This design comes from an exercise in tuning for small area and a short achievable clock period on the open sky130 flow, not from production work.
Only the layout flow was run in this run; the RTL was not checked for function there.
Power figures rest on the tool's default switching activity, not on a simulated workload.

### flow/constraint.sdc
create_clock -name core_clock -period 11.0 [get_ports {clk}]
set_input_delay 2.2000 -clock core_clock [delete_from_list [all_inputs] [get_ports {clk}]]
set_output_delay 2.2000 -clock core_clock [all_outputs]
set_load 0.01 [all_outputs]
### flow/design.v
`timescale 1ns / 1ps
module yaklasik_carpma(
    input clk,
    input rst,
    input [31:0] sayi1,
    input [31:0] sayi2,
    output [63:0] tahmini_sonuc
    );
    reg [1:0]  ph;           
    reg        ilk;          
    reg        ilkn;         
    reg [7:0]  ptr;          
    reg [7:0]  gecerli;      
    reg [7:0]  etiket [0:7];
    reg [63:0] veri [0:7];
    reg [7:0]  yaz;          
    reg [7:0]  isabet;       
    reg        son;          
    reg [63:0] cikis;        
    reg [7:0]  osec;         
    reg [31:0] ra;           
    reg [3:0]  rbt;          
    reg [7:0]  bir, iki, eks;   
    reg [7:0]  birt, ikit, ekst;   
    reg        ust;          
    reg [48:0] ts, tc;       
    reg [15:0] ls, lc;       
    wire [7:0] tag = {ra[31:28], rbt};
    reg  [7:0] esles;
    integer i;
    always @(*) begin
        for (i = 0; i < 8; i = i + 1)
            esles[i] = gecerli[i] && (etiket[i] == tag);
    end
    wire [15:0] yb = (ph == 2'd0) ? sayi2[15:0] : sayi2[31:16];
    wire [16:0] ybx = {yb, 1'b0};
    reg [7:0] bir_n, iki_n, eks_n;
    always @(*) begin
        for (i = 0; i < 8; i = i + 1) begin
            bir_n[i] = ybx[2*i+1] ^ ybx[2*i];
            iki_n[i] = (ybx[2*i+2] & ~ybx[2*i+1] & ~ybx[2*i]) |
                       (~ybx[2*i+2] & ybx[2*i+1] & ybx[2*i]);
            eks_n[i] = ybx[2*i+2];
        end
    end
    wire [32:0] bir0 = {{16{~birt[0]}}, {17{bir[0]}}};
    wire [32:0] iki0 = {{16{~ikit[0]}}, {17{iki[0]}}};
    wire [32:0] eks0 = {{16{~ekst[0]}}, {17{eks[0]}}};
    wire [32:0] pp0 = (bir0 & {1'b0, ra} | iki0 & {ra, 1'b0}) ^ eks0;
    wire [32:0] bir1 = {{16{~birt[1]}}, {17{bir[1]}}};
    wire [32:0] iki1 = {{16{~ikit[1]}}, {17{iki[1]}}};
    wire [32:0] eks1 = {{16{~ekst[1]}}, {17{eks[1]}}};
    wire [32:0] pp1 = (bir1 & {1'b0, ra} | iki1 & {ra, 1'b0}) ^ eks1;
    wire [32:0] bir2 = {{16{~birt[2]}}, {17{bir[2]}}};
    wire [32:0] iki2 = {{16{~ikit[2]}}, {17{iki[2]}}};
    wire [32:0] eks2 = {{16{~ekst[2]}}, {17{eks[2]}}};
    wire [32:0] pp2 = (bir2 & {1'b0, ra} | iki2 & {ra, 1'b0}) ^ eks2;
    wire [32:0] bir3 = {{16{~birt[3]}}, {17{bir[3]}}};
    wire [32:0] iki3 = {{16{~ikit[3]}}, {17{iki[3]}}};
    wire [32:0] eks3 = {{16{~ekst[3]}}, {17{eks[3]}}};
    wire [32:0] pp3 = (bir3 & {1'b0, ra} | iki3 & {ra, 1'b0}) ^ eks3;
    wire [32:0] bir4 = {{16{~birt[4]}}, {17{bir[4]}}};
    wire [32:0] iki4 = {{16{~ikit[4]}}, {17{iki[4]}}};
    wire [32:0] eks4 = {{16{~ekst[4]}}, {17{eks[4]}}};
    wire [32:0] pp4 = (bir4 & {1'b0, ra} | iki4 & {ra, 1'b0}) ^ eks4;
    wire [32:0] bir5 = {{16{~birt[5]}}, {17{bir[5]}}};
    wire [32:0] iki5 = {{16{~ikit[5]}}, {17{iki[5]}}};
    wire [32:0] eks5 = {{16{~ekst[5]}}, {17{eks[5]}}};
    wire [32:0] pp5 = (bir5 & {1'b0, ra} | iki5 & {ra, 1'b0}) ^ eks5;
    wire [32:0] bir6 = {{16{~birt[6]}}, {17{bir[6]}}};
    wire [32:0] iki6 = {{16{~ikit[6]}}, {17{iki[6]}}};
    wire [32:0] eks6 = {{16{~ekst[6]}}, {17{eks[6]}}};
    wire [32:0] pp6 = (bir6 & {1'b0, ra} | iki6 & {ra, 1'b0}) ^ eks6;
    wire [32:0] bir7 = {{16{~birt[7]}}, {17{bir[7]}}};
    wire [32:0] iki7 = {{16{~ikit[7]}}, {17{iki[7]}}};
    wire [32:0] eks7 = {{16{~ekst[7]}}, {17{eks[7]}}};
    wire [32:0] pp7 = (bir7 & {1'b0, ra} | iki7 & {ra, 1'b0}) ^ eks7;
    wire [31:0] pp8 = {32{ust}} & ra;
    wire [32:0] tsa = ts[48:16] & {33{~ilk}};
    wire [32:0] tca = tc[48:16] & {33{ilkn}};
    wire s1, k2;
    wire s3, k4;
    wire s5, k6;
    wire s7, k8;
    wire s9, k10;
    wire s11, k12;
    wire s13, k14;
    wire s15, k16;
    wire s17, k18;
    wire s19, k20;
    wire s21, k22;
    wire s23, k24;
    wire s25, k26;
    wire s27, k28;
    wire s29, k30;
    wire s31, k32;
    wire s33, k34;
    wire s35, k36;
    wire s37, k38;
    wire s39, k40;
    wire s41, k42;
    wire s43, k44;
    wire s45, k46;
    wire s47, k48;
    wire s49, k50;
    wire s51, k52;
    wire s53, k54;
    wire s55, k56;
    wire s57, k58;
    wire s59, k60;
    wire s61, k62;
    wire s63, k64;
    wire s65, k66;
    wire s67, k68;
    wire s69, k70;
    wire s71, k72;
    wire s73, k74;
    wire s75, k76;
    wire s77, k78;
    wire s79, k80;
    wire s81, k82;
    wire s83, k84;
    wire s85, k86;
    wire s87, k88;
    wire s89, k90;
    wire s91, k92;
    wire s93, k94;
    wire s95, k96;
    wire s97, k98;
    wire s99, k100;
    wire s101, k102;
    wire s103, k104;
    wire s105, k106;
    wire s107, k108;
    wire s109, k110;
    wire s111, k112;
    wire s113, k114;
    wire s115, k116;
    wire s117, k118;
    wire s119, k120;
    wire s121, k122;
    wire s123, k124;
    wire s125, k126;
    wire s127, k128;
    wire s129, k130;
    wire s131, k132;
    wire s133, k134;
    wire s135, k136;
    wire s137, k138;
    wire s139, k140;
    wire s141, k142;
    wire s143, k144;
    wire s145, k146;
    wire s147, k148;
    wire s149, k150;
    wire s151, k152;
    wire s153, k154;
    wire s155, k156;
    wire s157, k158;
    wire s159, k160;
    wire s161, k162;
    wire s163, k164;
    wire s165, k166;
    wire s167, k168;
    wire s169, k170;
    wire s171, k172;
    wire s173, k174;
    wire s175, k176;
    wire s177, k178;
    wire s179, k180;
    wire s181, k182;
    wire s183, k184;
    wire s185, k186;
    wire s187, k188;
    wire s189, k190;
    wire s191, k192;
    wire s193, k194;
    wire s195, k196;
    wire s197, k198;
    wire s199, k200;
    wire s201, k202;
    wire s203, k204;
    wire s205, k206;
    wire s207, k208;
    wire s209, k210;
    wire s211, k212;
    wire s213, k214;
    wire s215, k216;
    wire s217, k218;
    wire s219, k220;
    wire s221, k222;
    wire s223, k224;
    wire s225, k226;
    wire s227, k228;
    wire s229, k230;
    wire s231, k232;
    wire s233, k234;
    wire s235, k236;
    wire s237, k238;
    wire s239, k240;
    wire s241, k242;
    wire s243, k244;
    wire s245, k246;
    wire s247, k248;
    wire s249, k250;
    wire s251, k252;
    wire s253, k254;
    wire s255, k256;
    wire s257, k258;
    wire s259, k260;
    wire s261, k262;
    wire s263, k264;
    wire s265, k266;
    wire s267, k268;
    wire s269, k270;
    wire s271, k272;
    wire s273, k274;
    wire s275, k276;
    wire s277, k278;
    wire s279, k280;
    wire s281, k282;
    wire s283, k284;
    wire s285, k286;
    wire s287, k288;
    wire s289, k290;
    wire s291, k292;
    wire s293, k294;
    wire s295, k296;
    wire s297, k298;
    wire s299, k300;
    wire s301, k302;
    wire s303, k304;
    wire s305, k306;
    wire s307, k308;
    wire s309, k310;
    wire s311, k312;
    wire s313, k314;
    wire s315, k316;
    wire s317, k318;
    wire s319, k320;
    wire s321, k322;
    wire s323, k324;
    wire s325, k326;
    wire s327, k328;
    wire s329, k330;
    wire s331, k332;
    wire s333, k334;
    wire s335, k336;
    wire s337, k338;
    wire s339, k340;
    wire s341, k342;
    wire s343, k344;
    wire s345, k346;
    wire s347, k348;
    wire s349, k350;
    wire s351, k352;
    wire s353, k354;
    wire s355, k356;
    wire s357, k358;
    wire s359, k360;
    wire s361, k362;
    wire s363, k364;
    wire s365, k366;
    wire s367, k368;
    wire s369, k370;
    wire s371, k372;
    wire s373, k374;
    wire s375, k376;
    wire s377, k378;
    wire s379, k380;
    wire s381, k382;
    wire s383, k384;
    wire s385, k386;
    wire s387, k388;
    wire s389, k390;
    wire s391, k392;
    wire s393, k394;
    wire s395, k396;
    wire s397, k398;
    wire s399, k400;
    wire s401, k402;
    wire s403, k404;
    wire s405, k406;
    wire s407, k408;
    wire s409, k410;
    wire s411, k412;
    wire s413, k414;
    wire s415, k416;
    wire s417, k418;
    wire s419, k420;
    wire s421, k422;
    wire s423, k424;
    wire s425, k426;
    wire s427, k428;
    wire s429, k430;
    wire s431, k432;
    wire s433, k434;
    wire s435, k436;
    wire s437, k438;
    wire s439, k440;
    wire s441, k442;
    wire s443, k444;
    wire s445, k446;
    wire s447, k448;
    wire s449, k450;
    wire s451, k452;
    wire s453, k454;
    wire s455, k456;
    wire s457, k458;
    wire s459, k460;
    wire s461, k462;
    wire s463, k464;
    wire s465, k466;
    wire s467, k468;
    wire s469, k470;
    wire s471, k472;
    wire s473, k474;
    wire s475, k476;
    wire s477, k478;
    wire s479, k480;
    wire s481, k482;
    wire s483, k484;
    wire s485, k486;
    wire s487, k488;
    wire s489, k490;
    wire s491, k492;
    wire s493, k494;
    wire s495, k496;
    wire s497, k498;
    wire s499, k500;
    wire s501, k502;
    wire s503, k504;
    wire s505, k506;
    wire s507, k508;
    wire s509, k510;
    wire s511, k512;
    wire s513, k514;
    wire s515, k516;
    wire s517, k518;
    wire s519, k520;
    wire s521, k522;
    wire s523, k524;
    wire s525, k526;
    wire s527, k528;
    wire s529, k530;
    wire s531, k532;
    wire s533, k534;
    wire s535, k536;
    wire s537, k538;
    wire s539, k540;
    wire s541, k542;
    wire s543, k544;
    wire s545, k546;
    wire s547, k548;
    wire s549, k550;
    wire s551, k552;
    wire s553, k554;
    wire s555, k556;
    wire s557, k558;
    wire s559, k560;
    wire s561, k562;
    wire s563, k564;
    wire s565, k566;
    wire s567, k568;
    wire s569, k570;
    wire s571, k572;
    wire s573, k574;
    wire s575, k576;
    wire s577, k578;
    wire s579, k580;
    wire s581, k582;
    wire s583, k584;
    wire s585, k586;
    wire s587, k588;
    wire s589, k590;
    wire s591, k592;
    wire s593, k594;
    wire s595, k596;
    wire s597, k598;
    wire s599, k600;
    wire s601, k602;
    wire s603, k604;
    wire s605, k606;
    wire s607, k608;
    wire s609, k610;
    wire s611, k612;
    wire s613, k614;
    wire s615, k616;
    wire s617, k618;
    wire s619, k620;
    wire s621, k622;
    wire s623, k624;
    wire s625, k626;
    wire s627, k628;
    wire s629, k630;
    wire s631, k632;
    wire s633, k634;
    wire s635, k636;
    wire s637, k638;
    wire s639, k640;
    wire s641, k642;
    wire s643, k644;
    wire s645, k646;
    wire s647, k648;
    wire s649, k650;
    wire s651, k652;
    wire s653, k654;
    wire s655, k656;
    wire s657, k658;
    yarim_toplayici us1 (eks[6], tsa[12], s1, k2);
    yarim_toplayici us3 (tsa[13], tca[13], s3, k4);
    tam_toplayici us5 (eks[7], tsa[14], tca[14], s5, k6);
    yarim_toplayici us7 (pp0[14], pp1[12], s7, k8);
    tam_toplayici us9 (tsa[15], tca[15], pp0[15], s9, k10);
    yarim_toplayici us11 (pp1[13], pp2[11], s11, k12);
    tam_toplayici us13 (tsa[16], tca[16], pp8[0], s13, k14);
    tam_toplayici us15 (pp0[16], pp1[14], pp2[12], s15, k16);
    tam_toplayici us17 (tsa[17], tca[17], pp8[1], s17, k18);
    tam_toplayici us19 (pp0[17], pp1[15], pp2[13], s19, k20);
    yarim_toplayici us21 (pp3[11], pp4[9], s21, k22);
    tam_toplayici us23 (tsa[18], tca[18], pp8[2], s23, k24);
    tam_toplayici us25 (pp0[18], pp1[16], pp2[14], s25, k26);
    tam_toplayici us27 (pp3[12], pp4[10], pp5[8], s27, k28);
    tam_toplayici us29 (tsa[19], tca[19], pp8[3], s29, k30);
    tam_toplayici us31 (pp0[19], pp1[17], pp2[15], s31, k32);
    yarim_toplayici us33 (pp3[13], pp4[11], s33, k34);
    tam_toplayici us35 (tsa[20], tca[20], pp8[4], s35, k36);
    tam_toplayici us37 (pp0[20], pp1[18], pp2[16], s37, k38);
    tam_toplayici us39 (pp3[14], pp4[12], pp5[10], s39, k40);
    tam_toplayici us41 (tsa[21], tca[21], pp8[5], s41, k42);
    tam_toplayici us43 (pp0[21], pp1[19], pp2[17], s43, k44);
    yarim_toplayici us45 (pp3[15], pp4[13], s45, k46);
    tam_toplayici us47 (tsa[22], tca[22], pp8[6], s47, k48);
    tam_toplayici us49 (pp0[22], pp1[20], pp2[18], s49, k50);
    tam_toplayici us51 (pp3[16], pp4[14], pp5[12], s51, k52);
    tam_toplayici us53 (tsa[23], tca[23], pp8[7], s53, k54);
    tam_toplayici us55 (pp0[23], pp1[21], pp2[19], s55, k56);
    yarim_toplayici us57 (pp3[17], pp4[15], s57, k58);
    tam_toplayici us59 (tsa[24], tca[24], pp8[8], s59, k60);
    tam_toplayici us61 (pp0[24], pp1[22], pp2[20], s61, k62);
    tam_toplayici us63 (pp3[18], pp4[16], pp5[14], s63, k64);
    tam_toplayici us65 (tsa[25], tca[25], pp8[9], s65, k66);
    tam_toplayici us67 (pp0[25], pp1[23], pp2[21], s67, k68);
    yarim_toplayici us69 (pp3[19], pp4[17], s69, k70);
    tam_toplayici us71 (tsa[26], tca[26], pp8[10], s71, k72);
    tam_toplayici us73 (pp0[26], pp1[24], pp2[22], s73, k74);
    tam_toplayici us75 (pp3[20], pp4[18], pp5[16], s75, k76);
    tam_toplayici us77 (tsa[27], tca[27], pp8[11], s77, k78);
    tam_toplayici us79 (pp0[27], pp1[25], pp2[23], s79, k80);
    yarim_toplayici us81 (pp3[21], pp4[19], s81, k82);
    tam_toplayici us83 (tsa[28], tca[28], pp8[12], s83, k84);
    tam_toplayici us85 (pp0[28], pp1[26], pp2[24], s85, k86);
    tam_toplayici us87 (pp3[22], pp4[20], pp5[18], s87, k88);
    tam_toplayici us89 (tsa[29], tca[29], pp8[13], s89, k90);
    tam_toplayici us91 (pp0[29], pp1[27], pp2[25], s91, k92);
    yarim_toplayici us93 (pp3[23], pp4[21], s93, k94);
    tam_toplayici us95 (tsa[30], tca[30], pp8[14], s95, k96);
    tam_toplayici us97 (pp0[30], pp1[28], pp2[26], s97, k98);
    tam_toplayici us99 (pp3[24], pp4[22], pp5[20], s99, k100);
    tam_toplayici us101 (tsa[31], tca[31], pp8[15], s101, k102);
    tam_toplayici us103 (pp0[31], pp1[29], pp2[27], s103, k104);
    yarim_toplayici us105 (pp3[25], pp4[23], s105, k106);
    tam_toplayici us107 (tsa[32], tca[32], pp8[16], s107, k108);
    tam_toplayici us109 (pp0[32], pp1[30], pp2[28], s109, k110);
    tam_toplayici us111 (pp3[26], pp4[24], pp5[22], s111, k112);
    tam_toplayici us113 (~eks[0], pp8[17], pp1[31], s113, k114);
    yarim_toplayici us115 (pp2[29], pp3[27], s115, k116);
    tam_toplayici us117 (pp8[18], pp1[32], pp2[30], s117, k118);
    yarim_toplayici us119 (eks[3], tsa[6], s119, k120);
    yarim_toplayici us121 (tsa[7], tca[7], s121, k122);
    tam_toplayici us123 (eks[4], tsa[8], tca[8], s123, k124);
    yarim_toplayici us125 (pp0[8], pp1[6], s125, k126);
    tam_toplayici us127 (tsa[9], tca[9], pp0[9], s127, k128);
    yarim_toplayici us129 (pp1[7], pp2[5], s129, k130);
    tam_toplayici us131 (eks[5], tsa[10], tca[10], s131, k132);
    tam_toplayici us133 (pp0[10], pp1[8], pp2[6], s133, k134);
    yarim_toplayici us135 (pp3[4], pp4[2], s135, k136);
    tam_toplayici us137 (tsa[11], tca[11], pp0[11], s137, k138);
    tam_toplayici us139 (pp1[9], pp2[7], pp3[5], s139, k140);
    yarim_toplayici us141 (pp4[3], pp5[1], s141, k142);
    tam_toplayici us143 (tca[12], pp0[12], pp1[10], s143, k144);
    tam_toplayici us145 (pp2[8], pp3[6], pp4[4], s145, k146);
    tam_toplayici us147 (pp5[2], pp6[0], s1, s147, k148);
    tam_toplayici us149 (pp0[13], pp1[11], pp2[9], s149, k150);
    tam_toplayici us151 (pp3[7], pp4[5], pp5[3], s151, k152);
    tam_toplayici us153 (pp6[1], k2, s3, s153, k154);
    tam_toplayici us155 (pp2[10], pp3[8], pp4[6], s155, k156);
    tam_toplayici us157 (pp5[4], pp6[2], pp7[0], s157, k158);
    tam_toplayici us159 (k4, s5, s7, s159, k160);
    tam_toplayici us161 (pp3[9], pp4[7], pp5[5], s161, k162);
    tam_toplayici us163 (pp6[3], pp7[1], k6, s163, k164);
    tam_toplayici us165 (k8, s11, s9, s165, k166);
    tam_toplayici us167 (pp3[10], pp4[8], pp5[6], s167, k168);
    tam_toplayici us169 (pp6[4], pp7[2], k12, s169, k170);
    tam_toplayici us171 (s13, k10, s15, s171, k172);
    tam_toplayici us173 (pp5[7], pp6[5], pp7[3], s173, k174);
    tam_toplayici us175 (ilkn, s21, k14, s175, k176);
    tam_toplayici us177 (s17, k16, s19, s177, k178);
    tam_toplayici us179 (pp6[6], pp7[4], ilkn, s179, k180);
    tam_toplayici us181 (k22, k18, s23, s181, k182);
    tam_toplayici us183 (k20, s25, s27, s183, k184);
    tam_toplayici us185 (pp5[9], pp6[7], pp7[5], s185, k186);
    tam_toplayici us187 (s33, k24, s29, s187, k188);
    tam_toplayici us189 (k26, k28, s31, s189, k190);
    tam_toplayici us191 (pp6[8], pp7[6], ilkn, s191, k192);
    tam_toplayici us193 (k34, k30, s35, s193, k194);
    tam_toplayici us195 (k32, s37, s39, s195, k196);
    tam_toplayici us197 (pp5[11], pp6[9], pp7[7], s197, k198);
    tam_toplayici us199 (s45, k36, s41, s199, k200);
    tam_toplayici us201 (k38, k40, s43, s201, k202);
    tam_toplayici us203 (pp6[10], pp7[8], ilkn, s203, k204);
    tam_toplayici us205 (k46, k42, s47, s205, k206);
    tam_toplayici us207 (k44, s49, s51, s207, k208);
    tam_toplayici us209 (pp5[13], pp6[11], pp7[9], s209, k210);
    tam_toplayici us211 (s57, k48, s53, s211, k212);
    tam_toplayici us213 (k50, k52, s55, s213, k214);
    tam_toplayici us215 (pp6[12], pp7[10], ilkn, s215, k216);
    tam_toplayici us217 (k58, k54, s59, s217, k218);
    tam_toplayici us219 (k56, s61, s63, s219, k220);
    tam_toplayici us221 (pp5[15], pp6[13], pp7[11], s221, k222);
    tam_toplayici us223 (s69, k60, s65, s223, k224);
    tam_toplayici us225 (k62, k64, s67, s225, k226);
    tam_toplayici us227 (pp6[14], pp7[12], ilkn, s227, k228);
    tam_toplayici us229 (k70, k66, s71, s229, k230);
    tam_toplayici us231 (k68, s73, s75, s231, k232);
    tam_toplayici us233 (pp5[17], pp6[15], pp7[13], s233, k234);
    tam_toplayici us235 (s81, k72, s77, s235, k236);
    tam_toplayici us237 (k74, k76, s79, s237, k238);
    tam_toplayici us239 (pp6[16], pp7[14], ilkn, s239, k240);
    tam_toplayici us241 (k82, k78, s83, s241, k242);
    tam_toplayici us243 (k80, s85, s87, s243, k244);
    tam_toplayici us245 (pp5[19], pp6[17], pp7[15], s245, k246);
    tam_toplayici us247 (s93, k84, s89, s247, k248);
    tam_toplayici us249 (k86, k88, s91, s249, k250);
    tam_toplayici us251 (pp6[18], pp7[16], ilkn, s251, k252);
    tam_toplayici us253 (k94, k90, s95, s253, k254);
    tam_toplayici us255 (k92, s97, s99, s255, k256);
    tam_toplayici us257 (pp5[21], pp6[19], pp7[17], s257, k258);
    tam_toplayici us259 (s105, k96, s101, s259, k260);
    tam_toplayici us261 (k98, k100, s103, s261, k262);
    tam_toplayici us263 (pp6[20], pp7[18], ilkn, s263, k264);
    tam_toplayici us265 (k106, k102, s107, s265, k266);
    tam_toplayici us267 (k104, s109, s111, s267, k268);
    tam_toplayici us269 (pp4[25], pp5[23], pp6[21], s269, k270);
    tam_toplayici us271 (pp7[19], s115, k108, s271, k272);
    tam_toplayici us273 (k110, k112, s113, s273, k274);
    tam_toplayici us275 (pp3[28], pp4[26], pp5[24], s275, k276);
    tam_toplayici us277 (pp6[22], pp7[20], ilkn, s277, k278);
    tam_toplayici us279 (k116, k114, s117, s279, k280);
    tam_toplayici us281 (~eks[1], pp8[19], pp2[31], s281, k282);
    tam_toplayici us283 (pp3[29], pp4[27], pp5[25], s283, k284);
    tam_toplayici us285 (pp6[23], pp7[21], k118, s285, k286);
    tam_toplayici us287 (pp8[20], pp2[32], pp3[30], s287, k288);
    tam_toplayici us289 (pp4[28], pp5[26], pp6[24], s289, k290);
    yarim_toplayici us291 (pp7[22], ilkn, s291, k292);
    tam_toplayici us293 (~eks[2], pp8[21], pp3[31], s293, k294);
    tam_toplayici us295 (pp4[29], pp5[27], pp6[25], s295, k296);
    tam_toplayici us297 (pp8[22], pp3[32], pp4[30], s297, k298);
    yarim_toplayici us299 (pp5[28], pp6[26], s299, k300);
    tam_toplayici us301 (~eks[3], pp8[23], pp4[31], s301, k302);
    yarim_toplayici us303 (pp8[24], pp4[32], s303, k304);
    yarim_toplayici us305 (eks[1], tsa[2], s305, k306);
    yarim_toplayici us307 (tsa[3], tca[3], s307, k308);
    tam_toplayici us309 (eks[2], tsa[4], tca[4], s309, k310);
    yarim_toplayici us311 (pp0[4], pp1[2], s311, k312);
    tam_toplayici us313 (tsa[5], tca[5], pp0[5], s313, k314);
    yarim_toplayici us315 (pp1[3], pp2[1], s315, k316);
    tam_toplayici us317 (tca[6], pp0[6], pp1[4], s317, k318);
    tam_toplayici us319 (pp2[2], pp3[0], s119, s319, k320);
    tam_toplayici us321 (pp0[7], pp1[5], pp2[3], s321, k322);
    tam_toplayici us323 (pp3[1], k120, s121, s323, k324);
    tam_toplayici us325 (pp2[4], pp3[2], pp4[0], s325, k326);
    tam_toplayici us327 (k122, s123, s125, s327, k328);
    tam_toplayici us329 (pp3[3], pp4[1], k124, s329, k330);
    tam_toplayici us331 (k126, s129, s127, s331, k332);
    tam_toplayici us333 (pp5[0], k130, s131, s333, k334);
    tam_toplayici us335 (s135, k128, s133, s335, k336);
    tam_toplayici us337 (k132, k136, s141, s337, k338);
    tam_toplayici us339 (k134, s137, s139, s339, k340);
    tam_toplayici us341 (k142, k138, k140, s341, k342);
    tam_toplayici us343 (s143, s145, s147, s343, k344);
    tam_toplayici us345 (k144, k146, k148, s345, k346);
    tam_toplayici us347 (s149, s151, s153, s347, k348);
    tam_toplayici us349 (k150, k152, k154, s349, k350);
    tam_toplayici us351 (s155, s157, s159, s351, k352);
    tam_toplayici us353 (k156, k158, s161, s353, k354);
    tam_toplayici us355 (s163, k160, s165, s355, k356);
    tam_toplayici us357 (k162, s167, k164, s357, k358);
    tam_toplayici us359 (s169, k166, s171, s359, k360);
    tam_toplayici us361 (k168, s173, k170, s361, k362);
    tam_toplayici us363 (s175, k172, s177, s363, k364);
    tam_toplayici us365 (k174, s179, k176, s365, k366);
    tam_toplayici us367 (s181, k178, s183, s367, k368);
    tam_toplayici us369 (s185, k180, k182, s369, k370);
    tam_toplayici us371 (s187, k184, s189, s371, k372);
    tam_toplayici us373 (k186, s191, k188, s373, k374);
    tam_toplayici us375 (s193, k190, s195, s375, k376);
    tam_toplayici us377 (s197, k192, k194, s377, k378);
    tam_toplayici us379 (s199, k196, s201, s379, k380);
    tam_toplayici us381 (k198, s203, k200, s381, k382);
    tam_toplayici us383 (s205, k202, s207, s383, k384);
    tam_toplayici us385 (s209, k204, k206, s385, k386);
    tam_toplayici us387 (s211, k208, s213, s387, k388);
    tam_toplayici us389 (k210, s215, k212, s389, k390);
    tam_toplayici us391 (s217, k214, s219, s391, k392);
    tam_toplayici us393 (s221, k216, k218, s393, k394);
    tam_toplayici us395 (s223, k220, s225, s395, k396);
    tam_toplayici us397 (k222, s227, k224, s397, k398);
    tam_toplayici us399 (s229, k226, s231, s399, k400);
    tam_toplayici us401 (s233, k228, k230, s401, k402);
    tam_toplayici us403 (s235, k232, s237, s403, k404);
    tam_toplayici us405 (k234, s239, k236, s405, k406);
    tam_toplayici us407 (s241, k238, s243, s407, k408);
    tam_toplayici us409 (s245, k240, k242, s409, k410);
    tam_toplayici us411 (s247, k244, s249, s411, k412);
    tam_toplayici us413 (k246, s251, k248, s413, k414);
    tam_toplayici us415 (s253, k250, s255, s415, k416);
    tam_toplayici us417 (s257, k252, k254, s417, k418);
    tam_toplayici us419 (s259, k256, s261, s419, k420);
    tam_toplayici us421 (k258, s263, k260, s421, k422);
    tam_toplayici us423 (s265, k262, s267, s423, k424);
    tam_toplayici us425 (s269, k264, k266, s425, k426);
    tam_toplayici us427 (s271, k268, s273, s427, k428);
    tam_toplayici us429 (k270, s275, s277, s429, k430);
    tam_toplayici us431 (k272, k274, s279, s431, k432);
    tam_toplayici us433 (k276, s281, s283, s433, k434);
    tam_toplayici us435 (k278, k280, s285, s435, k436);
    tam_toplayici us437 (k282, k284, s287, s437, k438);
    tam_toplayici us439 (s289, s291, k286, s439, k440);
    tam_toplayici us441 (pp7[23], k288, k290, s441, k442);
    tam_toplayici us443 (k292, s293, s295, s443, k444);
    tam_toplayici us445 (pp7[24], ilkn, s299, s445, k446);
    tam_toplayici us447 (k294, k296, s297, s447, k448);
    tam_toplayici us449 (pp5[29], pp6[27], pp7[25], s449, k450);
    tam_toplayici us451 (k300, k298, s301, s451, k452);
    tam_toplayici us453 (pp5[30], pp6[28], pp7[26], s453, k454);
    tam_toplayici us455 (ilkn, s303, k302, s455, k456);
    tam_toplayici us457 (~eks[4], pp8[25], pp5[31], s457, k458);
    tam_toplayici us459 (pp6[29], pp7[27], k304, s459, k460);
    tam_toplayici us461 (pp8[26], pp5[32], pp6[30], s461, k462);
    yarim_toplayici us463 (pp7[28], ilkn, s463, k464);
    tam_toplayici us465 (~eks[5], pp8[27], pp6[31], s465, k466);
    yarim_toplayici us467 (pp8[28], pp6[32], s467, k468);
    yarim_toplayici us469 (eks[0], tsa[0], s469, k470);
    yarim_toplayici us471 (tsa[1], tca[1], s471, k472);
    tam_toplayici us473 (tca[2], pp0[2], pp1[0], s473, k474);
    tam_toplayici us475 (pp0[3], pp1[1], k306, s475, k476);
    tam_toplayici us477 (pp2[0], k308, s309, s477, k478);
    tam_toplayici us479 (k310, k312, s315, s479, k480);
    tam_toplayici us481 (k316, k314, s317, s481, k482);
    tam_toplayici us483 (k318, k320, s321, s483, k484);
    tam_toplayici us485 (k322, k324, s325, s485, k486);
    tam_toplayici us487 (k326, s329, k328, s487, k488);
    tam_toplayici us489 (k330, s333, k332, s489, k490);
    tam_toplayici us491 (k334, s337, k336, s491, k492);
    tam_toplayici us493 (k338, k340, s341, s493, k494);
    tam_toplayici us495 (k342, s345, k344, s495, k496);
    tam_toplayici us497 (k346, s349, k348, s497, k498);
    tam_toplayici us499 (k350, s353, k352, s499, k500);
    tam_toplayici us501 (k354, s357, k356, s501, k502);
    tam_toplayici us503 (k358, s361, k360, s503, k504);
    tam_toplayici us505 (k362, s365, k364, s505, k506);
    tam_toplayici us507 (k366, s369, k368, s507, k508);
    tam_toplayici us509 (k370, s373, k372, s509, k510);
    tam_toplayici us511 (k374, s377, k376, s511, k512);
    tam_toplayici us513 (k378, s381, k380, s513, k514);
    tam_toplayici us515 (k382, s385, k384, s515, k516);
    tam_toplayici us517 (k386, s389, k388, s517, k518);
    tam_toplayici us519 (k390, s393, k392, s519, k520);
    tam_toplayici us521 (k394, s397, k396, s521, k522);
    tam_toplayici us523 (k398, s401, k400, s523, k524);
    tam_toplayici us525 (k402, s405, k404, s525, k526);
    tam_toplayici us527 (k406, s409, k408, s527, k528);
    tam_toplayici us529 (k410, s413, k412, s529, k530);
    tam_toplayici us531 (k414, s417, k416, s531, k532);
    tam_toplayici us533 (k418, s421, k420, s533, k534);
    tam_toplayici us535 (k422, s425, k424, s535, k536);
    tam_toplayici us537 (s429, k426, k428, s537, k538);
    tam_toplayici us539 (s433, k430, k432, s539, k540);
    tam_toplayici us541 (k434, s437, k436, s541, k542);
    tam_toplayici us543 (k438, s441, s443, s543, k544);
    tam_toplayici us545 (s445, k442, k444, s545, k546);
    tam_toplayici us547 (s449, k446, k448, s547, k548);
    tam_toplayici us549 (k450, s453, k452, s549, k550);
    tam_toplayici us551 (k454, s457, s459, s551, k552);
    tam_toplayici us553 (k458, s461, s463, s553, k554);
    tam_toplayici us555 (pp7[29], k462, k464, s555, k556);
    tam_toplayici us557 (pp7[30], ilkn, s467, s557, k558);
    tam_toplayici us559 (~eks[6], pp8[29], pp7[31], s559, k560);
    yarim_toplayici us561 (pp8[30], pp7[32], s561, k562);
    yarim_toplayici us563 (tca[0], pp0[0], s563, k564);
    tam_toplayici us565 (pp0[1], k470, s471, s565, k566);
    tam_toplayici us567 (k472, s305, s473, s567, k568);
    tam_toplayici us569 (s307, k474, s475, s569, k570);
    tam_toplayici us571 (s311, k476, s477, s571, k572);
    tam_toplayici us573 (s313, k478, s479, s573, k574);
    tam_toplayici us575 (s319, k480, s481, s575, k576);
    tam_toplayici us577 (s323, k482, s483, s577, k578);
    tam_toplayici us579 (s327, k484, s485, s579, k580);
    tam_toplayici us581 (k486, s331, s487, s581, k582);
    tam_toplayici us583 (s335, k488, s489, s583, k584);
    tam_toplayici us585 (s339, k490, s491, s585, k586);
    tam_toplayici us587 (s343, k492, s493, s587, k588);
    tam_toplayici us589 (s347, k494, s495, s589, k590);
    tam_toplayici us591 (s351, k496, s497, s591, k592);
    tam_toplayici us593 (k498, s355, s499, s593, k594);
    tam_toplayici us595 (s359, k500, s501, s595, k596);
    tam_toplayici us597 (s363, k502, s503, s597, k598);
    tam_toplayici us599 (s367, k504, s505, s599, k600);
    tam_toplayici us601 (s371, k506, s507, s601, k602);
    tam_toplayici us603 (s375, k508, s509, s603, k604);
    tam_toplayici us605 (s379, k510, s511, s605, k606);
    tam_toplayici us607 (s383, k512, s513, s607, k608);
    tam_toplayici us609 (s387, k514, s515, s609, k610);
    tam_toplayici us611 (s391, k516, s517, s611, k612);
    tam_toplayici us613 (s395, k518, s519, s613, k614);
    tam_toplayici us615 (s399, k520, s521, s615, k616);
    tam_toplayici us617 (s403, k522, s523, s617, k618);
    tam_toplayici us619 (s407, k524, s525, s619, k620);
    tam_toplayici us621 (s411, k526, s527, s621, k622);
    tam_toplayici us623 (s415, k528, s529, s623, k624);
    tam_toplayici us625 (s419, k530, s531, s625, k626);
    tam_toplayici us627 (s423, k532, s533, s627, k628);
    tam_toplayici us629 (s427, k534, s535, s629, k630);
    tam_toplayici us631 (s431, k536, s537, s631, k632);
    tam_toplayici us633 (s435, k538, s539, s633, k634);
    tam_toplayici us635 (s439, k540, s541, s635, k636);
    tam_toplayici us637 (k440, s543, k542, s637, k638);
    tam_toplayici us639 (s447, k544, s545, s639, k640);
    tam_toplayici us641 (s451, k546, s547, s641, k642);
    tam_toplayici us643 (s455, k548, s549, s643, k644);
    tam_toplayici us645 (k456, s551, k550, s645, k646);
    tam_toplayici us647 (k460, s553, k552, s647, k648);
    tam_toplayici us649 (s465, k554, s555, s649, k650);
    tam_toplayici us651 (k466, s557, k556, s651, k652);
    tam_toplayici us653 (k468, s559, k558, s653, k654);
    tam_toplayici us655 (ilkn, s561, k560, s655, k656);
    tam_toplayici us657 (~eks[7], pp8[31], k562, s657, k658);
    wire [48:0] ns, nc;
    assign ns[0] = s563;
    assign nc[0] = s469;
    assign ns[1] = k564;
    assign nc[1] = s565;
    assign ns[2] = k566;
    assign nc[2] = s567;
    assign ns[3] = k568;
    assign nc[3] = s569;
    assign ns[4] = k570;
    assign nc[4] = s571;
    assign ns[5] = k572;
    assign nc[5] = s573;
    assign ns[6] = k574;
    assign nc[6] = s575;
    assign ns[7] = k576;
    assign nc[7] = s577;
    assign ns[8] = k578;
    assign nc[8] = s579;
    assign ns[9] = k580;
    assign nc[9] = s581;
    assign ns[10] = k582;
    assign nc[10] = s583;
    assign ns[11] = k584;
    assign nc[11] = s585;
    assign ns[12] = k586;
    assign nc[12] = s587;
    assign ns[13] = k588;
    assign nc[13] = s589;
    assign ns[14] = k590;
    assign nc[14] = s591;
    assign ns[15] = k592;
    assign nc[15] = s593;
    assign ns[16] = k594;
    assign nc[16] = s595;
    assign ns[17] = k596;
    assign nc[17] = s597;
    assign ns[18] = k598;
    assign nc[18] = s599;
    assign ns[19] = k600;
    assign nc[19] = s601;
    assign ns[20] = k602;
    assign nc[20] = s603;
    assign ns[21] = k604;
    assign nc[21] = s605;
    assign ns[22] = k606;
    assign nc[22] = s607;
    assign ns[23] = k608;
    assign nc[23] = s609;
    assign ns[24] = k610;
    assign nc[24] = s611;
    assign ns[25] = k612;
    assign nc[25] = s613;
    assign ns[26] = k614;
    assign nc[26] = s615;
    assign ns[27] = k616;
    assign nc[27] = s617;
    assign ns[28] = k618;
    assign nc[28] = s619;
    assign ns[29] = k620;
    assign nc[29] = s621;
    assign ns[30] = k622;
    assign nc[30] = s623;
    assign ns[31] = k624;
    assign nc[31] = s625;
    assign ns[32] = k626;
    assign nc[32] = s627;
    assign ns[33] = k628;
    assign nc[33] = s629;
    assign ns[34] = k630;
    assign nc[34] = s631;
    assign ns[35] = k632;
    assign nc[35] = s633;
    assign ns[36] = k634;
    assign nc[36] = s635;
    assign ns[37] = k636;
    assign nc[37] = s637;
    assign ns[38] = k638;
    assign nc[38] = s639;
    assign ns[39] = k640;
    assign nc[39] = s641;
    assign ns[40] = k642;
    assign nc[40] = s643;
    assign ns[41] = k644;
    assign nc[41] = s645;
    assign ns[42] = k646;
    assign nc[42] = s647;
    assign ns[43] = k648;
    assign nc[43] = s649;
    assign ns[44] = k650;
    assign nc[44] = s651;
    assign ns[45] = k652;
    assign nc[45] = s653;
    assign ns[46] = k654;
    assign nc[46] = s655;
    assign ns[47] = k656;
    assign nc[47] = s657;
    assign ns[48] = k658;
    assign nc[48] = 1'b0;
    wire [7:0] okusec = son ? isabet : osec;
    reg [63:0] okunan;
    always @(*) begin
        okunan = 64'd0;
        for (i = 0; i < 8; i = i + 1)
            okunan = okunan | ({64{okusec[i]}} & veri[i]);
    end
    wire [63:0] carpim = {ts[47:0], ls} + {tc[47:0], lc};
    wire [63:0] cikis_y = okunan | ({64{son && isabet == 8'd0}} & carpim);
    wire [63:0] cikis_n;
    sifirla usif[63:0] (.d(cikis_y), .r(rst), .q(cikis_n));
    always @(posedge clk) begin
        ra <= sayi1;
        rbt <= sayi2[31:28];
        bir <= bir_n;
        iki <= iki_n;
        eks <= eks_n;
        birt <= ~bir_n;
        ikit <= ~iki_n;
        ekst <= ~eks_n;
        ust <= yb[15];
        ts <= ns;
        tc <= nc;
        ls <= ts[15:0];
        lc <= tc[15:0];
        isabet <= esles;
        yaz <= (ph == 2'd2 && esles == 8'd0) ? ptr : 8'd0;
        cikis <= cikis_n;
        if (rst) begin
            ph <= 2'd0;
            ilk <= 1'b0;
            ilkn <= 1'b1;
            son <= 1'b0;
            osec <= 8'd0;
            ptr <= 8'd1;
            gecerli <= 8'd0;
        end else begin
            ph <= ph + 2'd1;
            ilk <= (ph == 2'd0);
            ilkn <= (ph != 2'd0);
            son <= (ph == 2'd2);
            if (son) begin
                osec <= (isabet == 8'd0) ? ptr : isabet;
                if (isabet == 8'd0) begin
                    gecerli <= gecerli | ptr;
                    ptr <= {ptr[6:0], ptr[7]};
                end
            end
        end
    end
    always @(posedge clk) begin
        for (i = 0; i < 8; i = i + 1)
            if (yaz[i]) begin
                veri[i] <= carpim;
                etiket[i] <= tag;
            end
    end
    assign tahmini_sonuc = cikis;
endmodule
module tam_toplayici(input a, input b, input c, output s, output co);
    assign s = a ^ b ^ c;
    assign co = (a & b) | (a & c) | (b & c);
endmodule
module sifirla(input d, input r, output q);
    assign q = d & ~r;
endmodule
module yarim_toplayici(input a, input b, output s, output co);
    assign s = a ^ b;
    assign co = a & b;
endmodule
### flow/config.mk
export PLATFORM = sky130hd
export DESIGN_NAME = yaklasik_carpma
export DESIGN_NICKNAME = yaklasik_carpma
export VERILOG_FILES = /design/flow/design.v
export SDC_FILE = /design/flow/constraint.sdc
export NUM_CORES = 4
export LEC_CHECK = 0
export CAP_MARGIN = 20
export CORE_MARGIN = 2
export CORE_UTILIZATION = 30
export SLEW_MARGIN = 20
export SYNTH_HIERARCHICAL = 1
export SYNTH_MINIMUM_KEEP_SIZE = 0
### flow/standard.sh
#!/bin/bash
# synth_recipe.tcl (not shown) runs the flow's synth.tcl, then flattens the netlist and writes it again
# the make line also repeats each setting of config.mk as NAME=value (left out here)
make -C /OpenROAD-flow-scripts/flow DESIGN_CONFIG=/design/flow/config.mk WORK_HOME=/design/flow/orfs CLKGATE_MAP_FILE= SYNTH_SCRIPT=/design/flow/synth_recipe.tcl "${@:-finish}"
### flow/flow/run.sh
#!/bin/bash
# The standard layout, with timing repair aimed at a tighter slack target
# (repair_timing -setup_margin) so that it also works on paths that already
# meet the clock period.  Everything else is the standard flow.
set -euo pipefail
export SETUP_SLACK_MARGIN=7.5
bash standard.sh > standard_run.log 2>&1
==> run summary <==
[per-layer routing]
metal | up-vias | GRT usage, %
li1 | 12500 | -
met1 | 14500 | 22.8
met3 | 232 | 3.02
met2 | 1127 | 26.9
met5 | - | 0
met4 | 0 | 6.24
[cells in the final DEF (no fill, tap or decap), drive strengths merged, types with 97 or more instances in the layout]
master,n
edfxtp,576
xnor2,343
dfxtp,322
fa,298
a22oi,256
buf,140
nand2,132
clkbuf,129
o22ai,121
nor2b,103
ha,97
[cells by family after synthesis]
logic type / count (synthesis) / share of synthesized area, %
other: 1 / 0.00836
muxes: 25 / 0.580
DFF: 898 / 52.9
buffers and inverters: 319 / 2.67
AOI/OAI and AO/OA: 782 / 12.5
and+or+nand+nor: 553 / 7.50
adders and majority gates: 395 / 16.0
xor gates and xnor gates: 396 / 7.73
[worst max-delay path, delay by kind of cell, from the launching register on]
kind	cells	cell delay, ns
AOI/OAI and AO/OA	1	0.17
xor gates and xnor gates	1	0.18
adders and majority gates	5	2.47
DFF	1	0.53
[modules after synthesis, one instance, submodules excluded]
| module | area, sq um | copies in the design | cells | flops+latches |
|---|---|---|---|---|
| yaklasik_carpma | 37600 | 1 | 2976 | 898 |
| sifirla | 13.8 | 64 | 1 | 0 |
| tam_toplayici | 20.0 | 297 | 1 | 0 |
| yarim_toplayici | 12.5 | 32 | 1 | 0 |
[area by class of cell]
type,instances,area [sq um],share of cell area (%)
Sequential cell,898,24000,45.7
Multi-Input combinational cell,2152,20600,39.3
Tap cell,1930,2410,4.60
Antenna cell,1,2.50,0.00477
Clock buffer,124,2550,4.87
Timing Repair Buffer,233,1980,3.78
Inverter,63,337,0.642
Timing Repair inverter,3,15.0,0.0286
Clock inverter,48,561,1.07
[repair_timing]
| action | in CTS | in global routing |
|---|---|---|
| endpoints found under the setup margin | 421 | 230 |
| gates cloned | 0 | 4 |
| setup buffers | 16 | 44 |
| pin swaps | 9 | 28 |
| resized for setup | 386 | 130 |
[path summary, 6_finish.rpt]
path / from / endpoint
setup / recovery: bir[0]$_DFF_P_ / tc[17]$_DFF_P_
hold / removal: ts[12]$_DFF_P_ / ls[12]$_DFF_P_
setup reg to reg: bir[0]$_DFF_P_ / tc[17]$_DFF_P_
hold reg to reg: ts[12]$_DFF_P_ / ls[12]$_DFF_P_
[power by group through the flow]
stage,clock (mW),combinational (mW),sequential (mW)
detailed placement,0,9.40,6.04
finish,3.21,10.4,6.00
CTS,3.28,9.85,5.96
global placement,0,9.07,6.03
global route,3.40,11.5,6.03
floorplan,0,6.36,5.71
[flip-flops by register name (all words and copies together) (netlist names), 16 cells and up]
name	count
veri	512
cikis	64
etiket	64
ts	49
tc	48
ra	32
lc	16
ls	16
[stage by stage]
stage	util [%]	cells	cell area [sq um]	power, mW
3_3_place_gp	32.4	5215	48000	15.1
4_1_cts	34.9	5403	51600	19.1
2_1_floorplan	-	3369	44900	12.1
6_report	35.4	5452	52500	19.6
3_5_place_dp	32.4	5215	48000	15.4
5_1_grt	35.4	5451	52500	20.9
==> run summary <==
# TYPE chip_impl_metric gauge
chip_impl_info{name="run_status",value="complete, no violations"} 1
chip_impl_metric{name="yosys.area.top_type_share",unit="%"} 38.6
chip_impl_info{name="worstSetupPathType",value="reg -> reg"} 1
chip_impl_metric{name="tightestPinTransition",unit="ns"} 1.11
chip_impl_metric{name="max-clock-path-buffers",unit=""} 3
chip_impl_metric{name="cellPowerDensity",unit="mW/mm^2"} 374
chip_impl_metric{name="comb_power_share",unit="%"} 53.1
chip_impl_metric{name="finalWorstPathRequiredPeriod",unit="ns"} 3.47
chip_impl_metric{name="initial_detailed_routing_violation_count",unit=""} 2911
chip_impl_metric{name="power.ir.vdd_worst",unit="V"} 0.000293
chip_impl_metric{name="worst_path_clk_slew",unit="ns"} 0.07
chip_impl_metric{name="synth_area",unit="sq mm"} 0.0448
chip_impl_metric{name="timing.final.setup_violations",unit=""} 0
chip_impl_metric{name="reg_to_reg_setup_timing_slack",unit="ns"} 7.53
chip_impl_metric{name="power.switching_fraction",unit="%"} 40.6
chip_impl_metric{name="num_io_pins",unit=""} 130
chip_impl_metric{name="vias_per_cell",unit=""} 5.21
chip_impl_info{name="critPathSlowestCell",value="fa_1"} 1
chip_impl_metric{name="drc",unit=""} 0
chip_impl_metric{name="critPathRequiredTime",unit="ns"} 11.57
chip_impl_metric{name="ant_nets",unit=""} 0
chip_impl_info{name="synth_commonest_cells",value="edfxtp_1 (576), xnor2_1 (343), dfxtp_1 (322)"} 1
chip_impl_metric{name="netlist_instances",unit=""} 3369
chip_impl_metric{name="final_layout_size_suffix_gt1_share",unit="%"} 16.5
chip_impl_metric{name="critPathMaxStageDelay",unit="ns"} 0.64
chip_impl_metric{name="clk-insertion-delay-late",unit="ns"} 0.72
chip_impl_metric{name="postCtsHoldBufs",unit=""} 0
chip_impl_metric{name="buffer_ports.inserted",unit=""} 129
chip_impl_metric{name="dr_vias",unit=""} 28400
chip_impl_metric{name="internal_power",unit="mW"} 11.6
chip_impl_metric{name="globalRouteOverflowTotal",unit=""} 0
chip_impl_metric{name="post-route-worst-setup-slack",unit="ns"} 7.53
chip_impl_info{name="synth_most_common_cell",value="edfxtp_1"} 1
chip_impl_metric{name="max_cap_violations",unit=""} 0
chip_impl_metric{name="number_of_synthesized_flops_with_an_enable_pin",unit=""} 576
chip_impl_info{name="setup.worst_path.end_class",value="flop"} 1
chip_impl_metric{name="synth_warnings",unit=""} 9
chip_impl_metric{name="met3_length",unit="microns"} 8680
chip_impl_metric{name="dp.final_hpwl",unit="microns"} 83100
chip_impl_metric{name="tritoncts_num_sinks",unit=""} 898
chip_impl_metric{name="die_area",unit="sq mm"} 0.153
chip_impl_metric{name="grt_pass1_wl",unit="microns"} 192000
chip_impl_metric{name="grt_antenna_before_repair",unit=""} 1
chip_impl_metric{name="synth.net_count",unit=""} 3830
chip_impl_info{name="holdCritPathClass",value="reg -> reg"} 1
chip_impl_metric{name="drt_first_pass_iters",unit=""} 8
chip_impl_metric{name="final.hold.worst_slack",unit="ns"} 0.346
chip_impl_metric{name="nFillCells",unit=""} 14200
chip_impl_metric{name="final_max_slew_viol_count",unit=""} 0
chip_impl_info{name="route.top_layer_used",value="met4"} 1
chip_impl_metric{name="yosys.cell_types.count",unit=""} 64
chip_impl_metric{name="worst-endpoint-arrival",unit="ns"} 4.04
chip_impl_metric{name="timing.max_slew.rel_slack",unit="%"} 25.4
chip_impl_metric{name="worst_clock_skew",unit="ns"} 0.0469
chip_impl_info{name="synth_top_flop_cell",value="edfxtp_1"} 1
chip_impl_metric{name="critical_path_peak_fanout",unit=""} 17
chip_impl_metric{name="static-leakage-power",unit="nW"} 18.1
chip_impl_metric{name="place_congestion",unit=""} 0.910
chip_impl_metric{name="min_period_over_period",unit="%"} 31.6
chip_impl_info{name="worstPathCellList",value="a22oi_2 -> xnor2_1 -> fa_1 -> fa_1 -> fa_1 -> fa_1 -> fa_1"} 1
chip_impl_metric{name="first_global_vias",unit=""} 28600
chip_impl_metric{name="fin_tns_setup",unit="ns"} 0
chip_impl_metric{name="met1_length",unit="microns"} 57000
chip_impl_metric{name="wl_per_cell",unit="microns"} 24.2
chip_impl_metric{name="power.share.clock",unit="%"} 16.4
chip_impl_metric{name="place_worst_setup_slack",unit="ns"} 6.60
chip_impl_info{name="cts.root.buffer_cell",value="clkbuf_16"} 1
chip_impl_metric{name="initial_core_util",unit="%"} 30.3
chip_impl_metric{name="ys_ff_latch",unit=""} 898
chip_impl_info{name="cp_common_cell",value="fa_1"} 1
chip_impl_metric{name="wirelength",unit="microns"} 132000
chip_impl_metric{name="ys_seq_area_share",unit="%"} 52.9
chip_impl_info{name="tritoncts",value="done"} 1
chip_impl_metric{name="clock_tree.htree_level_count",unit=""} 3
chip_impl_metric{name="fp.dieH",unit="microns"} 391
chip_impl_metric{name="die_w",unit="microns"} 391
chip_impl_info{name="worst_setup_start_kind",value="flop"} 1
chip_impl_metric{name="max_freq",unit="GHz"} 0.288
chip_impl_metric{name="average_footprint_of_a_synthesized_cell",unit="sq um"} 13.3
chip_impl_metric{name="design.core.area",unit="sq mm"} 0.148
chip_impl_metric{name="p_switching",unit="mW"} 7.96
chip_impl_metric{name="share_of_total_power_in_sequential_cells",unit="%"} 30.6
chip_impl_metric{name="groute.usage.overall",unit="%"} 16.8
chip_impl_info{name="rsz_0062_raised_after_global_routing",value="false"} 1
chip_impl_metric{name="hold_depth",unit=""} 0
chip_impl_metric{name="fp-row-count",unit=""} 141
chip_impl_metric{name="pin_count_of_the_biggest_net_entering_global_routing",unit=""} 56
chip_impl_metric{name="nNetsFinal",unit=""} 3904
chip_impl_metric{name="report.final.hold_viol_count",unit=""} 0
chip_impl_info{name="synth_largest_area_cell",value="edfxtp_1"} 1
chip_impl_metric{name="cts_made_buffers",unit=""} 92
chip_impl_metric{name="syn2layout_area_growth",unit="%"} 17.0
chip_impl_metric{name="routed-wl-met2",unit="microns"} 61100
chip_impl_metric{name="rr_worst_depth",unit=""} 7
chip_impl_metric{name="synth-async-reset-ratio",unit="%"} 0
chip_impl_info{name="synth_top_cells_by_area",value="edfxtp_1 (39%), dfxtp_1 (14%), fa_1 (13%), xnor2_1 (6.7%), a22oi_1 (4.3%)"} 1

## afterwards: timing with drivers on the ports
The flow's constraints put no driver on any port. The routed layout listed below was extracted and timed again, unchanged, in two steps. Step 1 assumes that a clkbuf_16 drives the clock port and a buf_2 every other input. Step 2 adds t to the input delays and takes it off the output delays; t is the mean of the earliest and latest rising clock arrival at the registers after step 1. Input paths then give back, and output paths get back, about the clock's delay inside the block. Three values: no drivers, after step 1, after step 2; two values: the first two.
shift t [ns]: 0.765
setup WS [ns]: 7.529 / 7.494 / 6.800
worst setup path at the end: input to register
worst slew at a driven data input, ns: 0.07
pins driven straight from the clock port: 1
After both steps setup and hold are still met in this run. The setup slack of this run moves by -0.035 ns with the drivers and by -0.729 ns with both steps.
